Source: an optimization exercise on an open RTL-to-GDS flow (aim: small area and a short achievable clock period). Production flows keep margins and buffers that such runs may drop.
In this exercise RTL edits were held to simulation tests only and were not proved equivalent to the original.
No activity file was given, so power comes from the tool's default toggle rates.

## main
==> module adder, before the edit <==
module adder(clk, rst, in_valid, operand_1, operand_2, out_valid, Sum);
input clk;
input rst;
input in_valid;
input [31:0] operand_1;
input [31:0] operand_2;
output out_valid;
output [31:0] Sum;
reg [1:0] valid;
always @(posedge clk)
    if (rst) valid <= 0;
    else valid <= {valid[0:0], in_valid};
assign out_valid = valid[1];
wire [30:0] op2_iw = operand_2[30:0];
wire [31:0] a = operand_1;
wire [30:0] b = op2_iw;
wire [8:0] d12 = {1'b0, a[30:23]} - {1'b0, b[30:23]};
wire [7:0] d21 = b[30:23] - a[30:23];
wire [7:0] cgt = a[30:23] & ~b[30:23];
wire [7:0] ceq = ~(a[30:23] ^ b[30:23]);
wire [3:0] cgt1, ceq1;
wire [1:0] cgt2, ceq2;
genvar ci;
generate for (ci = 0; ci < 4; ci = ci + 1) begin : cmp1
    assign cgt1[ci] = cgt[2*ci+1] | (ceq[2*ci+1] & cgt[2*ci]);
    assign ceq1[ci] = ceq[2*ci+1] & ceq[2*ci];
end endgenerate
generate for (ci = 0; ci < 2; ci = ci + 1) begin : cmp2
    assign cgt2[ci] = cgt1[2*ci+1] | (ceq1[2*ci+1] & cgt1[2*ci]);
    assign ceq2[ci] = ceq1[2*ci+1] & ceq1[2*ci];
end endgenerate
wire ge = cgt2[1] | (ceq2[1] & (cgt2[0] | ceq2[0]));
wire [7:0] dd = ge ? d12[7:0] : d21;
wire [0:0] sgn_aw = a[31];
wire [7:0] emax_aw = ge ? a[30:23] : b[30:23];
wire [22:0] fb_aw = ge ? a[22:0] : b[22:0];
wire [22:0] fs_aw = ge ? b[22:0] : a[22:0];
wire [4:0] sh_aw = dd[4:0];
wire [0:0] shz_aw = (dd[7:5] != 3'd0) || (dd[4:3] == 2'b11);
wire [23:0] x0 = {1'b1, fs_aw};
wire [23:0] x1 = sh_aw[0] ? (x0 >> 1) : x0;
wire [23:0] x2 = sh_aw[1] ? (x1 >> 2) : x1;
wire [23:0] x3 = sh_aw[2] ? (x2 >> 4) : x2;
reg [0:0] sgn_s3;
reg [7:0] emax_s3;
reg [22:0] fb_s3;
reg [23:0] xs_s3;
reg [4:0] sh_s3;
reg [0:0] shz_s3;
always @(posedge clk) begin
    sgn_s3 <= sgn_aw;
    emax_s3 <= emax_aw;
    fb_s3 <= fb_aw;
    xs_s3 <= x3;
    sh_s3 <= sh_aw;
    shz_s3 <= shz_aw;
end
wire [23:0] xz3 = shz_s3 ? 24'd0 : xs_s3;
wire [23:0] x4 = sh_s3[3] ? (xz3 >> 8) : xz3;
wire [23:0] x5 = sh_s3[4] ? (x4 >> 16) : x4;
wire [23:0] sml = x5;
wire [24:0] ms = {1'b1, fb_s3} + sml;
reg [0:0] sgn_c;
reg [7:0] emax_c;
reg [23:0] ms_c;
always @(posedge clk) begin
    sgn_c <= sgn_s3;
    emax_c <= emax_s3;
    ms_c <= ms[24:1];
end
wire [23:0] msn = ms_c;
wire [7:0] e = emax_c + {7'd0, msn[23]};
wire [22:0] f = msn[23] ? msn[22:0] : {msn[21:0], 1'b0};
wire [31:0] res_dw = {sgn_c, e, f};
assign Sum = res_dw;
endmodule
export LEC_CHECK = 0
export ABC_AREA = 1
export CAP_MARGIN = 20
export CORE_MARGIN = 2
export CORE_UTILIZATION = 40
export CTS_BUF_LIST = sky130_fd_sc_hd__clkbuf_4 sky130_fd_sc_hd__clkbuf_8
export SETUP_SLACK_MARGIN = 1.3
export SLEW_MARGIN = 20
create_clock -name core_clock -period 4.0 [get_ports {clk}]
standard.sh (not shown) runs the stock make flow with config.mk's settings and CLKGATE_MAP_FILE= SYNTH_SCRIPT=/design/flow/synth_recipe.tcl, a recipe that flattens the netlist after the stock synthesis.
==> flow/flow/run.sh <==
#!/bin/bash
# Standard layout, with plain buf_1 cells as the port buffers.
export BUFFER_PORTS_ARGS="-buffer_cell sky130_fd_sc_hd__buf_1"
bash standard.sh > standard.log 2>&1
main ended with every stage complete and zero timing, DRC or antenna violations.
The inputs of the feature branch differ from those of main as listed below.
==> flow/design.v <==
module adder(clk, rst, in_valid, operand_1, operand_2, out_valid, Sum);
input clk;
input rst;
input in_valid;
input [31:0] operand_1;
input [31:0] operand_2;
output out_valid;
output [31:0] Sum;
reg [1:0] valid;
always @(posedge clk)
    if (rst) valid <= 0;
    else valid <= {valid[0:0], in_valid};
assign out_valid = valid[1];
wire [30:0] op2_iw = operand_2[30:0];
wire [31:0] a = operand_1;
wire [30:0] b = op2_iw;
wire [8:0] d12 = {1'b0, a[30:23]} - {1'b0, b[30:23]};
wire [7:0] d21 = b[30:23] - a[30:23];
wire ge = ~d12[8];
wire [7:0] dd = ge ? d12[7:0] : d21;
wire [0:0] sgn_aw = a[31];
wire [7:0] emax_aw = ge ? a[30:23] : b[30:23];
wire [22:0] fb_aw = ge ? a[22:0] : b[22:0];
wire [22:0] fs_aw = ge ? b[22:0] : a[22:0];
wire [4:0] sh_aw = dd[4:0];
wire [0:0] shz_aw = (dd[7:5] != 3'd0) || (dd[4:3] == 2'b11);
wire [23:0] x0 = shz_aw ? 24'd0 : {1'b1, fs_aw};
wire [23:0] x1 = sh_aw[0] ? (x0 >> 1) : x0;
wire [23:0] x2 = sh_aw[1] ? (x1 >> 2) : x1;
reg [0:0] sgn_s2;
reg [7:0] emax_s2;
reg [22:0] fb_s2;
reg [23:0] xs_s2;
reg [4:0] sh_s2;
always @(posedge clk) begin
    sgn_s2 <= sgn_aw;
    emax_s2 <= emax_aw;
    fb_s2 <= fb_aw;
    xs_s2 <= x2;
    sh_s2 <= sh_aw;
end
wire [23:0] x3 = sh_s2[2] ? (xs_s2 >> 4) : xs_s2;
wire [23:0] x4 = sh_s2[3] ? (x3 >> 8) : x3;
wire [23:0] x5 = sh_s2[4] ? (x4 >> 16) : x4;
wire [23:0] sml = x5;
wire [24:0] ms = {1'b1, fb_s2} + sml;
reg [0:0] sgn_c;
reg [7:0] emax_c;
reg [23:0] ms_c;
always @(posedge clk) begin
    sgn_c <= sgn_s2;
    emax_c <= emax_s2;
    ms_c <= ms[24:1];
end
wire [23:0] msn = ms_c;
wire [7:0] e = emax_c + {7'd0, msn[23]};
wire [22:0] f = msn[23] ? msn[22:0] : {msn[21:0], 1'b0};
wire [31:0] res_dw = {sgn_c, e, f};
assign Sum = res_dw;
endmodule
- Across both runs, width of the die was lower for the feature branch than for main.
- Largest net degree at the start of global routing of the feature branch falls short of that of main by more than half.
- Post-synthesis compound-gate area fraction in the feature branch is 3.6 points above main.
- When the feature branch is measured against main, its sum of internal, switching and leakage power turns out about 3% lower.
- Total track usage sits higher in the feature branch than in main.
- Of the feature branch and main, the higher final-layout clock buffer total belongs to the feature branch.
- No stage failed in the feature branch, and the final checks on the layout all came back clean.
- Comparing the feature branch and main, the higher critical path depth was measured on the feature branch.
- Delta (the feature branch minus main): post-cts resize count now larger; hold slack now smaller; flip-flop and latch count comparable.

[what the ideal ports hide]
In the flow no input, the clock included, has a driving cell. The finished layouts below were timed again as built, in two steps. Step 1: set_driving_cell puts a clkbuf_16 on clk and a buf_2 on each other input, an assumption about the parent block. Step 2 adds t to the input delays and takes it off the output delays; t is the mean of the earliest and latest rising clock arrival at the registers after step 1. Input paths then give back, and output paths get back, about the clock's delay inside the block. a / b / c = ideal / step 1 / step 2; a / b = the first two.
run | t, ns | slack for setup (ns) | hold slack, ns | clock arrival spread, ns | slew at the worst register clock pin (ns)
main | 0.400 | 1.433 / 1.422 / 1.048 | 0.331 / 0.331 / 0.331 | 0.009 / 0.009 | 0.09 / 0.09
the feature branch | 0.412 | 1.395 / 1.397 / 0.984 | 0.326 / 0.326 / 0.326 | 0.011 / 0.011 | 0.09 / 0.09
After both steps setup and hold are still met in every run listed. For the feature branch, which loses most, drivers alone change the setup slack by +0.002 ns; drivers and shift together by -0.411 ns.
